What follows belongs to an exercise in optimizing a design on an open flow for small area and a short achievable clock period; a production flow would make more cautious choices.
For this run, only the layout was checked, not whether the RTL still works.
No activity file was given, so power comes from the tool's default toggle rates.

===== flow/config.mk =====
export PLATFORM = sky130hd
export DESIGN_NAME = Processor_Main_Module
export DESIGN_NICKNAME = Processor_Main_Module
export VERILOG_FILES = /design/flow/design.v
export SDC_FILE = /design/flow/constraint.sdc
export NUM_CORES = 4
export LEC_CHECK = 0
export CAP_MARGIN = 20
export CORE_MARGIN = 2
export CORE_UTILIZATION = 50
export CTS_CLUSTER_DIAMETER = 70
export CTS_CLUSTER_SIZE = 22
export SETUP_SLACK_MARGIN = 5
export SLEW_MARGIN = 20
export SYNTH_HIERARCHICAL = 1

===== flow/constraint.sdc =====
create_clock -name core_clock -period 12.5 [get_ports {clk}]
set_input_delay 2.5000 -clock core_clock [delete_from_list [all_inputs] [get_ports {clk}]]
set_output_delay 2.5000 -clock core_clock [all_outputs]
set_load 0.01 [all_outputs]

===== flow/design.v =====
module ALU_8bit(input [7:0] A, input [7:0] B, input [7:0] lg, input [7:0] cy, input [4:0] op, input [7:0] data_in,
                input [7:0] ans_ex, input tZ, input tC,
                output [7:0] res, output reg [3:0] T, output isAr, output sub, output isLZ,
                output Zoth, output isLs, output isRs, output Co);
assign sub = op[0];
wire [7:0] sum = lg ^ cy;
wire       big = |B[7:3];
wire [7:0] ans_ls = big ? 8'd0 : (A << B[2:0]);
wire       fill = (op == 5'd27) & A[7];
wire [7:0] rv = big ? 8'd0 : A;
wire [7:0] rs1 = B[0] ? {fill, rv[7:1]} : rv;
wire [7:0] rs2 = B[1] ? {{2{fill}}, rs1[7:2]} : rs1;
wire [7:0] rsx = B[2] ? {{4{fill}}, rs2[7:4]} : rs2;
always @(*) begin
  case (op)
    5'd0, 5'd8:   T = 4'b0110;    
    5'd1, 5'd9:   T = 4'b1001;    
    5'd4, 5'd12:  T = 4'b1000;    
    5'd5, 5'd13:  T = 4'b1110;    
    5'd6, 5'd14:  T = 4'b0110;    
    5'd7, 5'd15:  T = 4'b0101;    
    5'd2, 5'd10:  T = 4'b1010;    
    default:      T = 4'b1100;    
  endcase
end
assign isAr = (op[4] == 1'b0) & (op[2:1] == 2'b00);                  
wire isLg = ((op[4] == 1'b0) & ((op[2] == 1'b1) | (op[2:0] == 3'd2)))  
          | (op[4:1] == 4'b1010);                                    
wire isIn = (op == 5'd22);
assign isLs = (op == 5'd25);
assign isRs = (op == 5'd26) | (op == 5'd27);
wire isHd = ~(isAr | isLg | isIn | isLs | isRs);
assign res = ({8{isAr}} & sum[7:0]) | ({8{isLg}} & lg) | ({8{isIn}} & data_in)
           | ({8{isLs}} & ans_ls) | ({8{isRs}} & rsx) | ({8{isHd}} & ans_ex);
assign isLZ = (op[4] == 1'b0) & (op[2:0] != 3'd3);
wire isKeep = ((op[4] == 1'b0) & (op[2:0] == 3'd3)) | (op == 5'd18) | (op == 5'd19) | (op == 5'd20)
            | (op == 5'd21) | (op == 5'd23) | (op == 5'd24) | (op[4:2] == 3'b111);
assign Zoth = (isIn & ~|data_in) | (isKeep & tZ);
assign Co = isKeep & tC;
endmodule
module jc_mux2(input a0, a1, s, output x);
  assign x = s ? a1 : a0;
endmodule
module jc_mux4(input a0, a1, a2, a3, s0, s1, output x);
  assign x = s1 ? (s0 ? a3 : a2) : (s0 ? a1 : a0);
endmodule
module jc_xor2(input a, b, output x);
  assign x = a ^ b;
endmodule
module jc_xnor2(input a, b, output y);
  assign y = ~(a ^ b);
endmodule
module jc_and2(input a, b, output x);
  assign x = a & b;
endmodule
module jc_or2(input a, b, output x);
  assign x = a | b;
endmodule
module jc_o31a(input a1, a2, a3, b1, output x);
  assign x = (a1 | a2 | a3) & b1;
endmodule
module jc_a21o(input a1, a2, b1, output x);
  assign x = (a1 & a2) | b1;
endmodule
module jc_nand4(input a, b, c, d, output y);
  assign y = ~(a & b & c & d);
endmodule
module jc_nor2(input a, b, output y);
  assign y = ~(a | b);
endmodule
module jc_nand2(input a, b, output y);
  assign y = ~(a & b);
endmodule
module jc_aoi21(input a1, a2, b1, output y);
  assign y = ~((a1 & a2) | b1);
endmodule
module jc_oai21(input a1, a2, b1, output y);
  assign y = ~((a1 | a2) & b1);
endmodule
module jc_o31ai(input a1, a2, a3, b1, output y);
  assign y = ~((a1 | a2 | a3) & b1);
endmodule
module jc_inv(input a, output y);
  assign y = ~a;
endmodule
module jc_nor3(input a, b, c, output y);
  assign y = ~(a | b | c);
endmodule
module jc_nand3(input a, b, c, output y);
  assign y = ~(a & b & c);
endmodule
module jc_nor4(input a, b, c, d, output y);
  assign y = ~(a | b | c | d);
endmodule
module jc_mux2i(input a0, a1, s, output y);
  assign y = ~(s ? a1 : a0);
endmodule
module Jump_Control_Block(
  input  [7:0] X,           
  input  [7:0] Ar, Br,      
  input        aX, bX,      
  input  [3:0] nT,          
  input        isAr,        
  input        sub,         
  input        nisLZ,       
  input        nisAr,       
  input        nsub,
  input        Zoth,        
  input        isShNB,      
  input        isSar,       
  input        nisLs,       
  input        nisRs,       
  input        nCo,         
  input  [7:0] aZ1, aZ0,    
  input  [7:0] aC1, aC0,    
  output [7:0] A, B, lg, ca,
  output [7:0] cy,          
  output       Zf, Cf);
  genvar i;
  wire [7:0] z, k, bn, ng, np;
  generate
    for (i = 0; i < 8; i = i + 1) begin : bs
      jc_mux2 ma(.a0(Ar[i]), .a1(X[i]), .s(aX), .x(A[i]));
      jc_mux2 mb(.a0(Br[i]), .a1(X[i]), .s(bX), .x(B[i]));
      wire u0, u1, lgn;
      jc_mux2i l0(.a0(nT[0]), .a1(nT[2]), .s(A[i]), .y(u0));    
      jc_mux2i l1(.a0(nT[1]), .a1(nT[3]), .s(A[i]), .y(u1));    
      jc_mux2i l2(.a0(u0), .a1(u1), .s(B[i]), .y(lgn));
      jc_inv   li(.a(lgn), .y(lg[i]));
      if (i == 0) begin : k0
        jc_and2 kk(.a(isAr), .b(sub), .x(k[0]));
      end else begin : kn
        jc_o31a kk(.a1(sub), .a2(A[i-1]), .a3(B[i-1]), .b1(isAr), .x(k[i]));
      end
      jc_xor2  zz(.a(lgn), .b(k[i]), .x(z[i]));                 
      jc_xor2 bi(.a(B[i]), .b(sub), .x(bn[i]));
      jc_nand2 gg(.a(A[i]), .b(bn[i]), .y(ng[i]));
      jc_nor2  pp(.a(A[i]), .b(bn[i]), .y(np[i]));
    end
  endgenerate
  wire zl0, zl1;
  jc_nand4 n0(.a(z[0]), .b(z[1]), .c(z[2]), .d(z[3]), .y(zl0));
  jc_nand4 n1(.a(z[4]), .b(z[5]), .c(z[6]), .d(z[7]), .y(zl1));
  wire [7:0] M, zls, zrs;
  assign M[7] = 1'b1;
  jc_nor3  m0(.a(B[0]), .b(B[1]), .c(B[2]), .y(M[0]));
  jc_nor2  m1(.a(B[1]), .b(B[2]), .y(M[1]));
  jc_aoi21 m2(.a1(B[1]), .a2(B[0]), .b1(B[2]), .y(M[2]));
  jc_inv   m3(.a(B[2]), .y(M[3]));
  jc_oai21 m4(.a1(B[1]), .a2(B[0]), .b1(B[2]), .y(M[4]));
  jc_nand2 m5(.a(B[2]), .b(B[1]), .y(M[5]));
  jc_nand3 m6(.a(B[2]), .b(B[1]), .c(B[0]), .y(M[6]));
  generate
    for (i = 0; i < 8; i = i + 1) begin : sh
      if (i == 0) begin : l0
        jc_inv   zl(.a(A[0]), .y(zls[0]));
      end else begin : ln
        jc_nand2 zl(.a(A[i]), .b(M[7-i]), .y(zls[i]));
      end
      if (i == 7) begin : r7
        jc_inv   zr(.a(A[7]), .y(zrs[7]));
      end else begin : rn
        jc_nand2 zr(.a(A[i]), .b(M[i]), .y(zrs[i]));
      end
    end
  endgenerate
  wire sl0, sl1, sr0, sr1, Zls, Zrs, nZo;
  jc_nand4 s0(.a(zls[0]), .b(zls[1]), .c(zls[2]), .d(zls[3]), .y(sl0));
  jc_nand4 s1(.a(zls[4]), .b(zls[5]), .c(zls[6]), .d(zls[7]), .y(sl1));
  jc_nand4 s2(.a(zrs[0]), .b(zrs[1]), .c(zrs[2]), .d(zrs[3]), .y(sr0));
  jc_nand4 s3(.a(zrs[4]), .b(zrs[5]), .c(zrs[6]), .d(zrs[7]), .y(sr1));
  jc_nor3  s4(.a(sl0), .b(sl1), .c(nisLs), .y(Zls));
  jc_nor3  s5(.a(sr0), .b(sr1), .c(nisRs), .y(Zrs));
  wire nb0, nb1, nM0, t7, nbc, Zbig;
  jc_nor3  b0(.a(B[3]), .b(B[4]), .c(B[5]), .y(nb0));
  jc_nor2  b1(.a(B[6]), .b(B[7]), .y(nb1));
  jc_inv   b2(.a(M[0]), .y(nM0));
  jc_nand2 b3(.a(A[7]), .b(nM0), .y(t7));
  jc_aoi21 b4(.a1(isSar), .a2(t7), .b1(isShNB), .y(nbc));
  jc_aoi21 b5(.a1(nb0), .a2(nb1), .b1(nbc), .y(Zbig));
  jc_nor4  s6(.a(Zls), .b(Zrs), .c(Zoth), .d(Zbig), .y(nZo));
  wire [2:0] Zq, Cq;
  genvar q;
  generate
    for (q = 0; q < 3; q = q + 1) begin : zq
      jc_o31ai zf(.a1(zl0), .a2(zl1), .a3(nisLZ), .b1(nZo), .y(Zq[q]));
    end
  endgenerate
  assign Zf = Zq[2];
  wire G10, G32, G54, G76, P10, P32, P54, P76;
  jc_oai21 c10(.a1(np[1]), .a2(ng[0]), .b1(ng[1]), .y(G10));
  jc_oai21 c32(.a1(np[3]), .a2(ng[2]), .b1(ng[3]), .y(G32));
  jc_oai21 c54(.a1(np[5]), .a2(ng[4]), .b1(ng[5]), .y(G54));
  jc_oai21 c76(.a1(np[7]), .a2(ng[6]), .b1(ng[7]), .y(G76));
  jc_nor2  q10(.a(np[1]), .b(np[0]), .y(P10));
  jc_nor2  q32(.a(np[3]), .b(np[2]), .y(P32));
  jc_nor2  q54(.a(np[5]), .b(np[4]), .y(P54));
  jc_nor2  q76(.a(np[7]), .b(np[6]), .y(P76));
  wire nG30, nG74, nP30, nP74;
  jc_aoi21 c30(.a1(P32), .a2(G10), .b1(G32), .y(nG30));
  jc_aoi21 c74(.a1(P76), .a2(G54), .b1(G76), .y(nG74));
  jc_nand2 q30(.a(P32), .b(P10), .y(nP30));
  jc_nand2 q74(.a(P76), .b(P54), .y(nP74));
  wire c1n, c2n, c3n, c4, c5n, c6, c7n, c4n, c6n;
  assign cy[0] = sub;
  jc_oai21 y1(.a1(np[0]), .a2(nsub), .b1(ng[0]), .y(cy[1]));           
  jc_aoi21 y2(.a1(P10), .a2(sub), .b1(G10), .y(c2n));
  jc_inv   y2i(.a(c2n), .y(cy[2]));
  jc_oai21 y3(.a1(np[2]), .a2(c2n), .b1(ng[2]), .y(cy[3]));            
  jc_oai21 y4(.a1(nP30), .a2(nsub), .b1(nG30), .y(c4));                
  assign cy[4] = c4;
  jc_inv   y4i(.a(c4), .y(c4n));
  jc_oai21 y5(.a1(np[4]), .a2(c4n), .b1(ng[4]), .y(cy[5]));            
  jc_aoi21 y6(.a1(P54), .a2(c4), .b1(G54), .y(c6n));
  jc_inv   y6i(.a(c6n), .y(cy[6]));
  jc_oai21 y7(.a1(np[6]), .a2(c6n), .b1(ng[6]), .y(cy[7]));            
  wire G70, P70, nco;
  jc_oai21 c70(.a1(nP74), .a2(nG30), .b1(nG74), .y(G70));
  jc_nor2  q70(.a(nP74), .b(nP30), .y(P70));
  jc_aoi21 cin(.a1(P70), .a2(sub), .b1(G70), .y(nco));
  generate
    for (q = 0; q < 3; q = q + 1) begin : cq
      jc_oai21 cf(.a1(nco), .a2(nisAr), .b1(nCo), .y(Cq[q]));
    end
  endgenerate
  assign Cf = Cq[2];
  genvar j;
  generate
    for (j = 0; j < 8; j = j + 1) begin : out
      wire yz, yc;
      jc_mux2i mz(.a0(aZ0[j]), .a1(aZ1[j]), .s(Zq[j/4]), .y(yz));
      jc_mux2i mcc(.a0(aC0[j]), .a1(aC1[j]), .s(Cq[j/4]), .y(yc));
      jc_nand2 mo(.a(yz), .b(yc), .y(ca[j]));
    end
  endgenerate
endmodule
module pc_inc(input [7:0] a, output [7:0] y);
  assign y = a + 8'd1;
endmodule
module rb_aoi222(input a1, a2, b1, b2, c1, c2, output y);
  assign y = ~((a1 & a2) | (b1 & b2) | (c1 & c2));
endmodule
module rb_aoi22(input a1, a2, b1, b2, output y);
  assign y = ~((a1 & a2) | (b1 & b2));
endmodule
module rb_nand4(input a, b, c, d, output y);
  assign y = ~(a & b & c & d);
endmodule
module rb_nand3(input a, b, c, output y);
  assign y = ~(a & b & c);
endmodule
module rb_or3(input a, b, c, output y);
  assign y = a | b | c;
endmodule
module rb_rd_bit(input [31:0] q, input [31:0] s, output y);
  wire [10:0] n;
  wire [2:0]  g;
  genvar j;
  generate
    for (j = 0; j < 10; j = j + 1) begin : g3
      rb_aoi222 u(.a1(q[3*j]), .a2(s[3*j]), .b1(q[3*j+1]), .b2(s[3*j+1]), .c1(q[3*j+2]), .c2(s[3*j+2]), .y(n[j]));
    end
  endgenerate
  rb_aoi22 u10(.a1(q[30]), .a2(s[30]), .b1(q[31]), .b2(s[31]), .y(n[10]));
  rb_nand4 v0(.a(n[0]), .b(n[1]), .c(n[2]), .d(n[3]), .y(g[0]));
  rb_nand4 v1(.a(n[4]), .b(n[5]), .c(n[6]), .d(n[7]), .y(g[1]));
  rb_nand3 v2(.a(n[8]), .b(n[9]), .c(n[10]), .y(g[2]));
  rb_or3   w0(.a(g[0]), .b(g[1]), .c(g[2]), .y(y));
endmodule
module Reg_Bank(input [255:0] q, input [31:0] s, output [7:0] y);
  genvar b, k;
  generate
    for (b = 0; b < 8; b = b + 1) begin : bits
      wire [31:0] col;
      for (k = 0; k < 32; k = k + 1) begin : c
        assign col[k] = q[8*k + b];
      end
      rb_rd_bit u(.q(col), .s(s), .y(y[b]));
    end
  endgenerate
endmodule
`timescale 1ns / 1ps
module Processor_Main_Module(data_in,clk,reset,data_out,ins,A,B,current_address,ans_ex,mux_ans_dm,ans_wb,interrupt,
imem_data,dmem_rdata,dmem_en,dmem_we,dmem_wdata);
input  [7:0]  data_in;
input         clk;
input         interrupt;
input         reset;
output reg [7:0] data_out;
input  [19:0] imem_data;
input  [7:0]  dmem_rdata;
output reg    dmem_en;
output reg    dmem_we;
output reg [7:0] dmem_wdata;
output [19:0] ins;
output [7:0]  A;
output [7:0]  B;
output [7:0]  current_address;
output reg [7:0] ans_ex;
output [7:0]  mux_ans_dm;
output reg [7:0] ans_wb;
wire r = reset;
reg        init, spm, s_q1, s_q2, s_q3, sm0;
reg [19:0] it;           
reg [7:0]  ah;           
reg [7:0]  ca2;          
assign ins = spm ? it : imem_data;
wire [4:0] opi = ins[19:15];
wire J3    = &opi[4:2];                  
wire RET   = (opi == 5'd16);
wire JMP   = (opi == 5'd24);
wire ld_s  = init & (opi == 5'd20) & ~s_q1;
wire jmp_s = init & J3 & ~s_q3;
wire hlt_s = init & (opi == 5'd17);
wire stall = ld_s | jmp_s | hlt_s;
wire Zf, Cf;                             
wire [7:0] jl   = RET ? ca2 : (sm0 ? 8'hF0 : ins[7:0]);
wire [7:0] ah1;
pc_inc inc(.a(ah), .y(ah1));             
wire [7:0] seqa = stall ? ah : ah1;
wire early = sm0 | RET | JMP;
wire [7:0] caJ = {8{init}} & jl;
wire [7:0] caS = {8{init}} & (early ? jl : seqa);
wire       fsel = opi[1];
wire [7:0] caF0 = (J3 &  opi[0]) ? caJ : caS;
wire [7:0] caF1 = (J3 & ~opi[0]) ? caJ : caS;
wire [7:0] aZ1 = {8{ fsel}} & caF1, aZ0 = {8{ fsel}} & caF0;
wire [7:0] aC1 = {8{~fsel}} & caF1, aC0 = {8{~fsel}} & caF0;
always @(posedge clk) begin
  init <= r;
  ah   <= current_address;
  it   <= ins;
  spm  <= r & stall;
  s_q1 <= r & ld_s;
  s_q2 <= r & jmp_s;
  s_q3 <= r & s_q2;
  sm0  <= r & interrupt;
  ca2  <= r ? (interrupt ? current_address : ca2) : 8'd0;
end
reg [4:0] op_dec;
reg       d_q1, d_q2, d_q3;
reg [4:0] R2, R3, R4;                    
reg [7:0] reg_A, reg_B;
reg       sA_ex, sA_rg, sA_wb, aX;       
reg       sB_ex, sB_rg, sB_wb, bX;
reg       mms_dm;
wire      mms_ex = dmem_en & ~dmem_we;    
wire knor1 = ~(JMP | J3 | d_q1);
wire [4:0] srcA = ins[9:5] & {5{knor1}};
wire [4:0] srcB = ins[4:0] & {5{knor1}};
wire immN = ~ins[19] & ins[18];
wire c1 = (R2 == srcA), c2 = (R3 == srcA), c3 = (R4 == srcA);
wire c4 = (R2 == srcB), c5 = (R3 == srcB), c6 = (R4 == srcB);
reg [7:0] RF [0:31];
integer i;
wire [7:0]  wd0 = mux_ans_dm & {8{r}};
wire [7:0]  wd1 = mux_ans_dm | {8{~r}};
wire [31:0] we  = (32'd1 << R4) | {32{~r}};
wire [31:0] dA = 32'd1 << ins[9:5];
wire [31:0] dB = 32'd1 << ins[4:0];
wire [255:0] RFq;
genvar gk;
generate
  for (gk = 0; gk < 32; gk = gk + 1) begin : rfq
    assign RFq[8*gk +: 8] = RF[gk];
  end
endgenerate
wire [7:0] rdA, rdB;
Reg_Bank rpA(.q(RFq), .s(dA), .y(rdA));
Reg_Bank rpB(.q(RFq), .s(dB), .y(rdB));
always @(posedge clk) begin
  op_dec <= r ? opi : 5'd0;
  d_q1   <= r & (opi == 5'd20) & ~d_q1;
  d_q2   <= r & ins[15] & ~d_q2;
  d_q3   <= r & (opi[4:1] == 4'b1010) & ~d_q2;
  R2     <= r ? (ins[14:10] & {5{knor1}}) : 5'd0;
  R3     <= r ? R2 : 5'd0;
  R4     <= r ? R3 : 5'd0;
  sA_ex  <= ~r | c1;
  sA_rg  <= r & ~c1 & c2 & ~mms_ex;
  aX     <= r & ~c1 & c2 & mms_ex;
  sA_wb  <= r & ~c1 & ~c2 & c3;
  sB_ex  <= ~r | (~immN & c4);
  sB_rg  <= r & ~immN & ~c4 & c5 & ~mms_ex;
  bX     <= r & ~immN & ~c4 & c5 & mms_ex;
  sB_wb  <= r & ~immN & ~c4 & ~c5 & c6;
  reg_A  <= rdA;
  reg_B  <= immN ? {3'b000, ins[4:0]} : rdB;
  for (i = 0; i < 32; i = i + 1)
    if (we[i]) RF[i] <= {wd0[7:5], (i[4] ? wd1[4] : wd0[4]), (i[3] ? wd1[3] : wd0[3]),
                         (i[2] ? wd1[2] : wd0[2]), (i[1] ? wd1[1] : wd0[1]), (i[0] ? wd1[0] : wd0[0])};
end
reg [7:0] ans_reg;
reg       tZ, tC;
wire [7:0] A_r = sA_ex ? ans_ex : (sA_rg ? ans_reg : (sA_wb ? ans_wb : reg_A));
wire [7:0] B_r = sB_ex ? ans_ex : (sB_rg ? ans_reg : (sB_wb ? ans_wb : reg_B));
wire [7:0] res, lg, cy;
wire [3:0] T;
wire       isAr, sub, isLZ, Zoth, isLs, isRs, Co;
ALU_8bit alu(.A(A), .B(B), .lg(lg), .cy(cy), .op(op_dec), .data_in(data_in), .ans_ex(ans_ex), .tZ(tZ), .tC(tC),
             .res(res), .T(T), .isAr(isAr), .sub(sub), .isLZ(isLZ), .Zoth(Zoth), .isLs(isLs), .isRs(isRs), .Co(Co));
Jump_Control_Block jc(.X(dmem_rdata), .Ar(A_r), .Br(B_r), .aX(aX), .bX(bX), .nT(~T), .isAr(isAr), .sub(sub),
             .nisLZ(~isLZ), .nisAr(~isAr), .nsub(~sub), .Zoth(Zoth), .isShNB(isLs | (isRs & ~op_dec[0])), .isSar(isRs & op_dec[0]), .nisLs(~isLs), .nisRs(~isRs), .nCo(~Co), .aZ1(aZ1), .aZ0(aZ0), .aC1(aC1), .aC0(aC0),
             .A(A), .B(B), .lg(lg), .cy(cy), .ca(current_address), .Zf(Zf), .Cf(Cf));
wire [4:0] op = op_dec;
always @(posedge clk) begin
  ans_ex     <= r ? res : 8'd0;
  dmem_wdata <= r ? B : 8'd0;
  data_out   <= r ? ((op == 5'd23) ? A : data_out) : 8'd0;
  dmem_en    <= r & d_q3;
  dmem_we    <= r & d_q2;
  tZ         <= Zf;
  tC         <= Cf;
end
assign mux_ans_dm = mms_dm ? dmem_rdata : ans_reg;
always @(posedge clk) begin
  ans_reg <= r ? ans_ex : 8'd0;
  mms_dm  <= r & mms_ex;
  ans_wb  <= r ? mux_ans_dm : 8'd0;
end
endmodule

===== flow/flow/run.sh =====
#!/bin/bash
# The standard layout (standard synthesis unchanged, same settings), except:
#  - the port buffers are plain buffers (buf_2), which the timing repair can resize,
#    instead of the delay cells buffer_ports picks by default; every port is still buffered;
#  - the timing repair aims at a setup margin of 5.5 ns instead of 5;
#  - clock tree synthesis adds no dummy loads (the clustering settings are config.mk's).
set -euo pipefail
bash standard.sh synth > synth.log 2>&1
bash standard.sh SETUP_SLACK_MARGIN=5.5 \
  "BUFFER_PORTS_ARGS=-buffer_cell sky130_fd_sc_hd__buf_2" \
  "CTS_ARGS=-sink_clustering_enable -repair_clock_nets -sink_clustering_size 22 -sink_clustering_max_diameter 70 -dont_use_dummy_load" \
  finish > layout.log 2>&1

===== flow/standard.sh =====
#!/bin/bash
# synth_recipe.tcl (not shown) runs the flow's synth.tcl, then flattens the netlist and writes it again
# the make line also repeats each setting of config.mk as NAME=value (left out here)
make -C /OpenROAD-flow-scripts/flow DESIGN_CONFIG=/design/flow/config.mk WORK_HOME=/design/flow/orfs CLKGATE_MAP_FILE= SYNTH_SCRIPT=/design/flow/synth_recipe.tcl "${@:-finish}"

==> run notes <==
[kinds of logic (layout without fill, tap and decap cells)]
family          Yosys count  after routing  share of synthesized area [%]
simple gates            536            537                           13.9
flops                   390            390                           53.8
xor+xnor                 38             38                           1.73
mux                     148            151                           8.90
fa+ha+maj                 5              5                          0.324
other cells               0              1                              0
buf+inv                 126            341                           2.78
compound gates          444            444                           18.6
[cells in the mapped netlist (all sizes together) (26+ instances only)]
library cell and instances:
edfxtp 256, a222oi 162, nor2 160, dfxtp 134
mux2i 113, nand2 112, o21ai 85, inv 57
and2 53, a21oi 52, nand4 43, nand3 42
clkbuf 35, nor3 35, o22ai 35, buf 28
or3 27, mux2 26, xor2 26
[what timing repair did]
item,4_1_cts,5_1_grt
cloned,4,0
pin swaps,30,10
setup endpoints to repair,8,8
buffers inserted,72,10
gates resized for setup,59,8
[worst register-to-register path: stages (launching register included)]
cell and delay, ps:
dfxtp_2 310, buf_4 520, mux2i_1 710, inv_1 350, nand2_1 480, nor2_1 270
a222oi_1 530, nand4_1 420, or3_1 500
[where the power goes]
part | total, mW | switching [mW] | internal (mW) | leakage (nW)
Sequential | 1.58 | 0.0831 | 1.50 | 3.71
Combinational | 0.828 | 0.487 | 0.341 | 4.43
Clock | 0.825 | 0.419 | 0.406 | 0.357
[layout make-up]
type / instances / area (um^2) / area share [%]
Multi-Input combinational cell: 1175 / 8710 / 39.0
Tap cell: 511 / 639 / 2.86
Inverter: 63 / 236 / 1.06
Clock buffer: 29 / 726 / 3.25
Sequential cell: 390 / 10400 / 46.4
Antenna cell: 1 / 2.50 / 0.0112
Timing Repair Buffer: 249 / 1660 / 7.41
[path summary, 6_finish.rpt]
check | endpoint | cells after the start
worst max register to register | reg_A[6]$_DFF_P_ | 8
worst min register to register | s_q3$_DFF_P_ | 1
worst min-delay path | s_q3$_DFF_P_ | 1
worst max-delay path | current_address[6] | 12
[Yosys stat by module (local to each module, per instance), a selection]
module	times used	area, um^2	cells	flops+latches
jc_nor3	4	10.0	1	0
jc_nand2	34	3.75	1	0
rb_aoi22	16	12.5	1	0
rb_nand4	32	6.26	1	0
jc_nand3	1	5.00	1	0
rb_aoi222	160	10.0	1	0
jc_nor2	15	3.75	1	0
jc_aoi21	8	8.76	1	0
Jump_Control_Block	1	15.0	2	0
rb_nand3	16	5.00	1	0
jc_xor2	16	8.76	1	0
jc_inv	15	3.75	1	0
Processor_Main_Module	1	14400	1088	390
jc_and2	1	6.26	1	0
jc_nor4	1	12.5	1	0
[metrics by stage]
stage	cell area, um^2	setup WS, ps
floorplan	19300	5680
global placement	20600	4960
detailed placement	20600	4830
CTS	22200	5460
global route	22300	5190
finish	22300	5330
[metal layers]
metal | vias to the layer above | track usage, % | wire length [um]
li1 | 7217 | - | -
met1 | 8002 | 40.4 | 25800
met2 | 923 | 53.7 | 31200
met3 | 166 | 4.52 | 5240
met4 | 0 | 15.3 | 3750
met5 | - | 0 | 0
==> impl_metrics.ini <==
[run_status]
status = finished clean

[setup_path]
slowest_stage = mux2_4
path_buf_inv = 4
worstPathRequired_ps = 10000
path_delay_family = multiplexers
cp_common_cell = mux2i_1
worstSetupStartpoint = dmem_rdata[4]
rrSetupSlack_ps = 8340
end_kind = output port
worstPathArrival_ps = 4670
r2r_start = spm$_DFF_P_
cp_slowest_stage_delay_ps = 300
start_kind = input pin
crit_chain = buf_2, mux2_4, mux2i_1, mux2i_1, xor2_1, nand4_1, buf_6, o31ai_4, buf_12, mux2i_1, nand2_1, buf_2
critical_path.max_fanout = 5
critPathKind = in2out

[route]
drc = 0
viasPerCell = 6.74
vias = 16308
drt_wl_total_um = 66100
detail_route.wl_per_cell_um = 27.3
drt_iter0_drc = 2045
drt_pass1_iterations = 10
postRouteAntennaNets = 0

[finish]
mostFrequentLayoutCell = edfxtp_1
final_cells = 2418
final_util_pct = 59.0
largest-register = RF
largest_reg_flops = 256
top_regs = RF (256), it (20)
drive_gt1_share_pct = 21.5
nNetsFinal = 1952
areaGrowthSynthToFinish_pct = 15.8
fill_cells = 3215
mostFrequentLayoutCells = edfxtp_1 (256), a222oi_1 (162), nor2_1 (155), dfxtp_1 (133), buf_2 (118)

[floorplanning]
io_pins = 125
std_cell_rows = 71
core_area_um2 = 37800
start_util_pct = 51.0
chipHeight_um = 200
die_w_um = 200
die_area_um2 = 40200

[logic_synthesis]
syn_inst = 1687
synth_top_area_share_pct = 39.9
syn_nets = 1731
yosysWarnings = 9
yosysTopAreaCell = edfxtp_1
synth_area_um2 = 19300
synth-main-ff-cell = edfxtp_1
synth_seq_cells = 390
synth_area_leaders = edfxtp_1 (40%), dfxtp_1 (14%), a222oi_1 (8.4%), mux2i_1 (5.7%), nor2_1 (3.1%)
synthArstFlopShare_pct = 0
ys_seq_area_share_pct = 53.8
synth.distinct_cells = 85
avgSynthCellArea_um2 = 11.4
synth_edf_count = 256

[global_routing]
grt_max_degree = 69
antenna_found_initial = 0
grt_pass1_vias = 15682
grt_first_pass_wirelength_um = 97900
grt_use_total_pct = 31.8
overflow = 0

[cts]
clock-sinks = 390
cts_root_buffer = clkbuf_16
h-tree-depth = 1
clkLatencyLatePin_ps = 600
cts_buffer_depth = 3
cts_tree = built
clk_pin_slew_ps = 80
cts_buffers = 29
cts_hold_buf = 0

[timing]
worst_pin_slew_ps = 1200
rsz0062_at_grt = yes
setup_tns_ps = 0
maxSlewViolCount = 0
fmax_mhz = 139
finClkSkew_ps = 59.8
whs_ps = 423
max_slew_margin_pct = 19.3
hold_violations = 0
period_share_pct = 57.4
period_minus_slack_ps = 7170
setup-violations-final = 0

[power]
p_per_area_nw_per_um2 = 145
peakVddDrop_uv = 124
p_leak_nw = 8.50
p_total_mw = 3.24

[place]
portBuffers = 124
dpl.cell_count = 2302
gp_congestion = 0.976
dp_hpwl_um = 46000

[hold_path]
hold_path.class = reg2reg
hp-start = s_q2$_DFF_P_

[job]
cap_violations = 0

[port drivers added, routing unchanged]
In the flow no input, the clock included, has a driving cell. The finished layout below was timed again as built, in two steps.
Step 1: set_driving_cell puts a clkbuf_16 on clk and a buf_2 on each other input, an assumption about the parent block.
Step 2 adds t to the input delays and takes it off the output delays; t is the mean of the earliest and latest rising clock arrival at the registers after step 1. Input paths then give back, and output paths get back, about the clock's delay inside the block.
Three values: ideal ports, drivers, drivers and shift; two values: the first two.
shift t [ns]: 0.624
slack for setup (ns): 5.328 / 5.269 / 5.269
slew at the worst register clock pin (ns): 0.09 / 0.09
worst data-port slew with drivers (ns): 0.09
After both steps this run still meets setup and hold. The setup slack of this run moves by -0.059 ns with the drivers and by -0.059 ns with both steps.
